Context: an optimization exercise on an open-source flow, tuned for a short achievable clock period and few clock cycles. The choices shown serve that exercise and are no tape-out recipe. The RTL was checked by simulation tests, not by an equivalence proof against the original design. Power and IR drop assume default switching activity.

### flow/run.sh
#!/bin/bash
# synth_recipe.tcl (not shown) runs the flow's synth.tcl, then flattens the netlist and writes it again
# the make line also repeats each setting of config.mk as NAME=value (left out here)
make -C /OpenROAD-flow-scripts/flow DESIGN_CONFIG=/design/flow/config.mk WORK_HOME=/design/flow/orfs CLKGATE_MAP_FILE= SYNTH_SCRIPT=/design/flow/synth_recipe.tcl finish
### flow/config.mk
export PLATFORM = sky130hd
export DESIGN_NAME = processor
export DESIGN_NICKNAME = processor
export VERILOG_FILES = /design/flow/design.v
export SDC_FILE = /design/flow/constraint.sdc
export NUM_CORES = 4
export LEC_CHECK = 0
export CAP_MARGIN = 20
export CORE_MARGIN = 2
export CORE_UTILIZATION = 25
export PLACE_DENSITY = 0.45
export SETUP_SLACK_MARGIN = 0.5
export SLEW_MARGIN = 20
### flow/constraint.sdc
create_clock -name core_clock -period 12.0 [get_ports {clk}]
set_input_delay 2.4000 -clock core_clock [delete_from_list [all_inputs] [get_ports {clk}]]
set_output_delay 2.4000 -clock core_clock [all_outputs]
set_load 0.01 [all_outputs]
### flow/design.v
`timescale 1ns / 1ps
module processor(
	input clk,
	input rst_n,
	input [31:0] data_in,
	input [31:0] inst,
	output reg [31:0] inst_addr,
	output [31:0] data_out,
	output [31:0] data_addr,
	output data_wr
    );
	wire Reg_Write;
	wire Mem_Write;
	wire [31:0] PC;
	wire [1:0] PC_Src;
	wire [4:0] rs;
	wire [4:0] rt;
	wire [4:0] rd;
	wire [4:0] writereg;
	wire [31:0] writedata;
	wire regwrite;
	wire [31:0] readdata1;
	wire [31:0] readdata2;
	wire [1:0] Reg_Write_Dest_Source;
	wire [1:0] Reg_Write_Data_Source;
	assign rs = inst[25:21];
	assign rt = inst[20:16];
	assign rd = inst[15:11];
	mux5 mux_writeregdest(rd, rt, 5'b11111, 5'd0, Reg_Write_Dest_Source, writereg);
	wire [31:0] ALU_A;
	wire [31:0] ALU_B;
	wire [3:0] ALU_Control;
	wire [4:0] shamt;
	wire [31:0] ALU_Output;
	wire zero;
	wire [1:0] ALU_A_Source;
	wire [1:0] ALU_B_Source;
	wire [31:0] sign_extended;
	wire [31:0] shifted_sign_extended;
	wire extend_bit;
	assign sign_extended = {{16{extend_bit}}, inst[15:0]};
	assign shifted_sign_extended = sign_extended << 2;
	mux32 mux_ALU_A_handler(readdata1, readdata2, 32'd0, 32'd0, ALU_A_Source, ALU_A);
	mux32 mux_ALU_B_handler(sign_extended, readdata2, 32'd0, 32'd0, ALU_B_Source, ALU_B);
	assign shamt = inst[10:6];
	wire [31:0] jumpaddr;
	assign jumpaddr = {inst[31:28], inst[25:0], 2'b00};
	mux32 mux_nextPC(inst_addr + 4, inst_addr + 4 + shifted_sign_extended, readdata1, jumpaddr, PC_Src, PC);
	controller controller(inst, zero, Reg_Write_Dest_Source, ALU_A_Source, ALU_B_Source, ALU_Control, PC_Src, Reg_Write_Data_Source, Reg_Write, Mem_Write, extend_bit);
	assign regwrite = Reg_Write;
	registers registers(clk, rst_n, rs, rt, writereg, writedata, regwrite, readdata1, readdata2);	
	ALU ALU(ALU_A, ALU_B, ALU_Control, shamt, ALU_Output, zero);
	mux32 mux_writeregdata(data_in, {24'b0, data_in[31:24]}, inst_addr + 4, ALU_Output, Reg_Write_Data_Source, writedata);
	assign data_out = readdata2;
	assign data_addr = ALU_Output;
	assign data_wr = Mem_Write;
	always@(posedge clk or negedge rst_n) begin
		if(~rst_n) begin
			inst_addr <= 32'd0;
		end else begin
			inst_addr <= PC;
		end
	end
endmodule
`timescale 1ns / 1ps
module controller(
	input [31:0] inst,	
	input zero,								 
	output [1:0] Reg_Write_Dest_Source,		 
	output [1:0] ALU_A_Source,				 
	output [1:0] ALU_B_Source,				 
	output reg [3:0] ALU_Control,			 
	output [1:0] PC_Src,					 
	output [1:0] Reg_Write_Data_Source,		 
	output Reg_Write,						 
	output Mem_Write,						 
	output extend_bit						 
    );
	wire l_type, lw, lb;
	wire s_type, sw;
	wire r_type;
	wire i_type, addi, andi, ori, slti, lui;	
	wire b_type;
	wire j_type, j, jal, jr;
	assign lw 		= inst[31] & ~inst[30] & ~inst[29] & ~inst[28] & inst[27] & inst[26];
	assign lb 		= inst[31] & ~inst[30] & ~inst[29] & ~inst[28] & ~inst[27] & ~inst[26];
	assign l_type 	= lw | lb;
	assign sw 		= inst[31] & ~inst[30] & inst[29] & ~inst[28] & inst[27] & inst[26];
	assign s_type	= sw;
	assign j 		= ~inst[31] & ~inst[30] & ~inst[29] & ~inst[28] & inst[27] & ~inst[26];
	assign jal 		= ~inst[31] & ~inst[30] & ~inst[29] & ~inst[28] & inst[27] & inst[26];
	assign jr 		= ~inst[31] & ~inst[30] & ~inst[29] & ~inst[28] & ~inst[27] & ~inst[26] & ~inst[5] & ~inst[4] & inst[3] & ~inst[2] & ~inst[1] & ~inst[0];
	assign j_type 	= j | jal | jr;
	assign r_type	= ~inst[31] & ~inst[30] & ~inst[29] & ~inst[28] & ~inst[27] & ~inst[26] & ~jr;
	assign addi		= ~inst[31] & ~inst[30] & inst[29] & ~inst[28] & ~inst[27] & ~inst[26];
	assign andi		= ~inst[31] & ~inst[30] & inst[29] & inst[28] & ~inst[27] & ~inst[26];
	assign ori 		= ~inst[31] & ~inst[30] & inst[29] & inst[28] & ~inst[27] & inst[26];
	assign slti		= ~inst[31] & ~inst[30] & inst[29] & ~inst[28] & inst[27] & ~inst[26];
	assign lui		= ~inst[31] & ~inst[30] & inst[29] & inst[28] & inst[27] & inst[26];
	assign i_type	= addi | andi | ori | slti | lui;
	assign b_type	= ~inst[31] & ~inst[30] & ~inst[29] & inst[28] & ~inst[27];
	assign Reg_Write_Dest_Source[1] = jal;
	assign Reg_Write_Dest_Source[0] = l_type | i_type;
	assign Reg_Write_Data_Source[1] = r_type | i_type | jal;
	assign Reg_Write_Data_Source[0] = r_type | i_type | lb;
	assign ALU_A_Source[1] = 0;
	assign ALU_A_Source[0] = lui;
	assign ALU_B_Source[1] = 0;
	assign ALU_B_Source[0] = r_type | b_type;
	assign PC_Src[1] = j_type;
	assign PC_Src[0] = ((zero ^ inst[26]) & b_type) | j | jal;
	assign Reg_Write = l_type | r_type | i_type | jal;				 
	assign Mem_Write = s_type;
	always@(*) begin
		ALU_Control = 4'b0000;
		case(inst[31:26])
			6'b000000: begin							 
				case(inst[5:0])
					6'b000000: ALU_Control = 4'b0100;		 
					6'b000010: ALU_Control = 4'b0101;		 
					6'b000011: ALU_Control = 4'b0110;		 
					6'b100000: ALU_Control = 4'b0000;		 
					6'b100010: ALU_Control = 4'b0001;		 
					6'b100100: ALU_Control = 4'b0010;		 
					6'b100101: ALU_Control = 4'b0011;		 
					6'b101010: ALU_Control = 4'b1000;		 
				endcase
			end
			6'b000100: ALU_Control = 4'b0001;				 
			6'b000101: ALU_Control = 4'b0001;				 
			6'b001000: ALU_Control = 4'b0000;				 
			6'b001100: ALU_Control = 4'b0010;				 
			6'b001101: ALU_Control = 4'b0011;				 
			6'b001010: ALU_Control = 4'b1000;				 
			6'b001111: ALU_Control = 4'b0111;				 
			6'b100011: ALU_Control = 4'b0000;				 
			6'b100000: ALU_Control = 4'b0000;				 
			6'b101011: ALU_Control = 4'b0000;				 
		endcase
	end
	assign extend_bit = andi | (inst[15] & ~ori);
endmodule
`timescale 1ns / 1ps
module ALU(
	input [31:0] ALU_A,
	input [31:0] ALU_B,
	input [3:0] ALU_Control,
	input [4:0] shamt,
	output reg [31:0] ALU_Output,
	output reg zero
    );
	always@(*) begin
		case(ALU_Control)
			4'b0000: ALU_Output = ALU_A + ALU_B;				 
			4'b0001: ALU_Output = ALU_A - ALU_B;				 
			4'b0010: ALU_Output = ALU_A & ALU_B;				 
			4'b0011: ALU_Output = ALU_A | ALU_B;				 
			4'b0100: ALU_Output = ALU_B << shamt;				 
			4'b0101: ALU_Output = ALU_B >> shamt;				 
			4'b0110: begin										 
				if(shamt == 0) begin
					ALU_Output = ALU_B;
				end else begin
					ALU_Output = (ALU_B >> shamt) | ({32{ALU_B[31]}} << (31 - shamt));
				end
			end
			4'b0111: ALU_Output = {ALU_B[15:0], ALU_A[15:0]};	 
			4'b1000: ALU_Output = ($signed(ALU_A) < $signed(ALU_B)) ? 32'd1 : 32'd0;	 
			default: ALU_Output = 32'd0;
		endcase
		zero = ((ALU_A - ALU_B) == 0) ? 1:0;
	end
endmodule
`timescale 1ns / 1ps
module registers(
	input clk,
	input rst_n,
	input [4:0] readreg1,
	input [4:0] readreg2,
	input [4:0] writereg,
	input [31:0] writedata,
	input regwrite,						 
	output reg [31:0] readdata1,
	output reg [31:0] readdata2
    );
	integer i;
	reg [31:0] regfile [0:31];
	always@(*) begin
		if (readreg1 == 0) readdata1 = 0;
		else readdata1 = regfile[readreg1];
	end
	always@(*) begin
		if (readreg2 == 0) readdata2 = 0;
		else readdata2 = regfile[readreg2];
	end
	always@(posedge clk or negedge rst_n) begin
		if(~rst_n) begin
			regfile[0]  <= 32'b0;
			regfile[1]  <= 32'b0;
			regfile[2]  <= 32'b0;
			regfile[3]  <= 32'b0;
			regfile[4]  <= 32'b0;
			regfile[5]  <= 32'b0;
			regfile[6]  <= 32'b0;
			regfile[7]  <= 32'b0;
			regfile[8]  <= 32'b0;
			regfile[9]  <= 32'b0;
			regfile[10] <= 32'b0;
			regfile[11] <= 32'b0;
			regfile[12] <= 32'b0;
			regfile[13] <= 32'b0;
			regfile[14] <= 32'b0;
			regfile[15] <= 32'b0;
			regfile[16] <= 32'b0;
			regfile[17] <= 32'b0;
			regfile[18] <= 32'b0;
			regfile[19] <= 32'b0;
			regfile[20] <= 32'b0;
			regfile[21] <= 32'b0;
			regfile[22] <= 32'b0;
			regfile[23] <= 32'b0;
			regfile[24] <= 32'b0;
			regfile[25] <= 32'b0;
			regfile[26] <= 32'b0;
			regfile[27] <= 32'b0;
			regfile[28] <= 32'b0;
			regfile[29] <= 32'b0;
			regfile[30] <= 32'b0;
			regfile[31] <= 32'b0;
		end else begin
			if(regwrite && writereg) begin
				regfile[writereg] <= writedata;
			end
		end	
	end
endmodule
`timescale 1ns / 1ps
module mux5(
	input [4:0] input0,
	input [4:0] input1,
	input [4:0] input2,
	input [4:0] input3,
	input [1:0] select,
	output reg [4:0] mux_out
    );
	always@(input0 or input1 or input2 or input3 or select) begin
		case(select)
			2'd0: mux_out = input0;
			2'd1: mux_out = input1;
			2'd2: mux_out = input2;
			2'd3: mux_out = input3;
		endcase
	end
endmodule
`timescale 1ns / 1ps
module mux32(
	input [31:0] input0,
	input [31:0] input1,
	input [31:0] input2,
	input [31:0] input3,
	input [1:0] select,
	output reg [31:0] mux_out
    );
	always@(input0 or input1 or input2 or input3 or select) begin
		case(select)
			2'd0: mux_out = input0;
			2'd1: mux_out = input1;
			2'd2: mux_out = input2;
			2'd3: mux_out = input3;
		endcase
	end
endmodule
==> run notes <==
## routing by layer
| layer | global-route usage | vias up |
|---|---|---|
| met5 | 0 | - |
| li1 | - | 31500 |
| met4 | 0.261 | 30 |
| met3 | 0.114 | 1719 |
| met2 | 0.546 | 6165 |
| met1 | 0.485 | 39000 |
## worst min path at each step
stage	startpoint	end	slack [ns]
2_1_floorplan	registers.regfile[15][20]	registers.regfile[15][20]	0.46
3_3_place_gp	registers.regfile[13][28]	registers.regfile[13][28]	0.48
3_5_place_dp	registers.regfile[13][28]	registers.regfile[13][28]	0.49
4_1_cts	registers.regfile[26][28]	registers.regfile[26][28]	0.50
5_1_grt	registers.regfile[14][20]	registers.regfile[14][20]	0.53
6_report	registers.regfile[4][10]	registers.regfile[4][10]	0.50
## sequential cells by signal, summed over array words and instances, names as in the netlist
| signal | cells |
|---|---|
| inst_addr | 32 |
| registers.regfile | 992 |
## through the flow
| stage | utilization | total power (W) |
|---|---|---|
| floorplan | - | 0.00645 |
| global placement | 0.305 | 0.00924 |
| detailed placement | 0.305 | 0.00924 |
| CTS | 0.324 | 0.0133 |
| global route | 0.326 | 0.0139 |
| finish | 0.326 | 0.0136 |
## layout make-up
cell class                      instances  area (sq um)
Clock buffer                          165          3430
Timing Repair Buffer                 1392         12200
Clock inverter                         59           840
Multi-Input combinational cell       6138         38300
Sequential cell                      1024         25600
Fill cell                           27800        177000
Tap cell                             3515          4400
Antenna cell                           37          92.6
Inverter                              169           636
## cell usage in the layout (no fill, tap or decap), types with 27 or more instances in the layout
master | synthesis | routed
a2111oi_0 | 123 | 101
a211oi_1 | 54 | 44
a21o_1 | 47 | 39
a21oi_1 | 565 | 532
a21oi_2 | 4 | 27
a221oi_1 | 179 | 167
a222oi_1 | 34 | 34
a22o_1 | 138 | 138
a22oi_1 | 281 | 279
a31oi_1 | 41 | 37
and2_1 | 30 | 29
and3_1 | 443 | 442
buf_12 | 0 | 108
buf_4 | 22 | 1117
clkbuf_16 | 0 | 122
clkdlybuf4s50_1 | 0 | 136
dfrtp_1 | 1024 | 1024
diode_2 | 0 | 37
ha_1 | 126 | 118
inv_1 | 162 | 161
mux2i_1 | 55 | 55
nand2_1 | 1113 | 1087
nand2b_1 | 39 | 37
nand3_1 | 223 | 221
nand4_1 | 139 | 139
nor2_1 | 671 | 602
nor2_4 | 0 | 52
nor3_1 | 107 | 83
nor4_1 | 55 | 42
o211ai_1 | 40 | 40
o21ai_0 | 794 | 780
o21ai_1 | 90 | 97
o21ai_2 | 31 | 37
o221ai_1 | 29 | 28
o22ai_1 | 48 | 46
xnor2_1 | 55 | 50
xor2_1 | 31 | 31
## where the power goes
group          total (W)  switching [W]  internal (W)
combinational    0.00470        0.00294       0.00176
sequential       0.00480       0.000758       0.00404
clock            0.00405        0.00170       0.00235
total             0.0136        0.00540       0.00815
## kinds of logic after synthesis
family | Yosys count | synth area share
simple gates | 3028 | 0.219
compound gates | 2811 | 0.284
flops | 1024 | 0.390
buf+inv | 906 | 0.0561
fa+ha+maj | 129 | 0.0249
xor+xnor | 86 | 0.0115
mux | 84 | 0.0156
## worst max-delay path: stages
cell	delay, ns
clkdlybuf4s50_1	0.44
buf_12	0.16
nor2b_2	0.17
nand2b_1	0.18
buf_4	0.14
buf_4	0.10
nor2_4	0.04
buf_12	0.15
buf_4	0.19
a222oi_1	0.37
nand4_1	0.25
nor3_1	0.31
buf_4	0.18
a21oi_1	0.05
a21o_1	0.22
buf_12	0.15
ha_1	0.42
inv_1	0.12
a21oi_2	0.23
buf_4	0.15
mux2_2	0.32
or3b_4	0.45
a211oi_2	0.27
buf_4	0.15
o311ai_1	0.18
a211o_1	0.39
a211o_2	0.40
clkdlybuf4s50_1	0.52
## what timing repair did
| action | CTS | global route |
|---|---|---|
| pin swaps | 15 | 40 |
| setup buffers | 8 | 7 |
| endpoints found under the setup margin | 27 | 26 |
| resized for setup | 132 | 104 |
==> impl_metrics.ini <==
[power_and_ir_drop]
peakVddDrop_uv = 126
power_leakage_nw = 38.2
power_density_mw_per_mm2 = 158

[timing]
setup_violations = 0
relSlewSlack = 0.180
setup_tns_ns = 0
rsz0062_at_grt = yes
slew_viol_final = 0
finClkSkew_ns = 0.104
worst_slack_ns = 0.415
min_period_over_period = 0.965
finalHoldViolations = 0
worst-slew-pin-transition_ns = 1.22
fmax_mhz = 86.3
period_minus_slack_ns = 11.59
fin_hold_ws_ns = 0.504

[clock_network]
clk_latency_ns = 0.83
htree_levels = 3
cts.sinks = 1024
cts_buffer_depth = 3
clock-root-buffer = clkbuf_16
hold_buffers = 0
cts_tree = done
cts_made_buffers = 120
cts.clk_slew.worst_paths_ns = 0.07

[place]
dp.cells = 12200
dpl-instance-area_sq_mm = 0.0800
place_ws_ns = -0.606
globalplace.congestion = 1.06
io_buffers = 162
post-dp-hpwl_um = 389000

[setup_path]
crit_fanout = 10
rrSetupSlack_ns = 3.72
reg2reg_from = registers.regfile[29][27]
r2r-end = inst_addr[15]
critPathKind = input port to output port
worstPathArrival_ns = 9.19
endpoint_kind = output port
crit_path_end = data_addr[12]
cp-startpoint = inst[23]
r2r_cells = 26
cp.required_ns = 9.60
startpoint_type = input port

[global_route]
track_usage = 0.380
grt_max_degree = 163
grt_pass1_wl_um = 688000
grt_pass1_vias = 73100
grt-ovfl-total = 0
antenna_found_initial = 73

[floorplanning]
core_area_sq_mm = 0.262
die_area_sq_mm = 0.267
rows = 188
die_w_um = 517
die_h_um = 517
start_util = 0.251
ioPinCount = 163

[logic_synthesis]
synth_ff_type = dfrtp_1
ys_types = 113
synth_top_area_cell = dfrtp_1
synth-edff-count = 0
yosysSeqAreaShare = 0.390
syn_nets = 8263
syn_avg_cell_area_sq_um = 8.15
synth_cells = 8068
ys_ff_latch = 1024
synthArstFlopShare = 1.00
synth.most_common_cell = nand2_1
syn-cell-area_sq_mm = 0.0658
ys_top_cells_by_count = nand2_1 (1113), dfrtp_1 (1024), o21ai_0 (794), nor2_1 (671), clkbuf_1 (587)
ys_warn_count = 7
synthTopCellsByArea = dfrtp_1 (39%), nand2_1 (6.4%), o21ai_0 (6.0%)
yosys.area.top_type_share = 0.390

[finish]
layout-drive-gt1-share = 0.210
area_growth_pct = 30.0
layout.nets = 9040
stdcell_area_sq_mm = 0.0855
final_cells = 12500

[run_status]
outcome = complete, no violations

[drt]
drt-met1-wl_um = 207000
viasPerCell = 6.27
drc = 0
wl_met2_um = 213000
antenna_left = 0
met3_length_um = 58500
vias = 78300
drt-initial-drc-count = 12500
routed.top_layer = met5
wl_per_cell_um = 41.8
firstDrtPassIters = 9
routed_wl_um = 523000

[min_path]
hp-class = register to register
holdPathStages = 2

[flow_run]
cap_viol_max_count = 0
Testbench counts, summed over its fixed seeds: cycles 26,967.

## re-timing with driven ports
The flow's constraints put no driver on any port. The routed layout listed below was extracted and timed again, unchanged, in two steps.
Step 1 assumes that a clkbuf_16 drives the clock port and a buf_2 every other input.
Step 2, shift: input delay + t, output delay - t, t = (earliest + latest rising clock arrival at the registers) / 2. This alone moves slack from input paths to output paths.
Slacks: ideal ports / drivers / drivers and shift; pairs: ideal ports / drivers.
t (ns): 0.879
slack for setup (ns): 0.415 / 0.375 / 0.375
worst setup path at the end: input to output
After both steps this run still meets setup and hold. For this run, drivers alone change the setup slack by -0.040 ns; drivers and shift together by -0.040 ns.
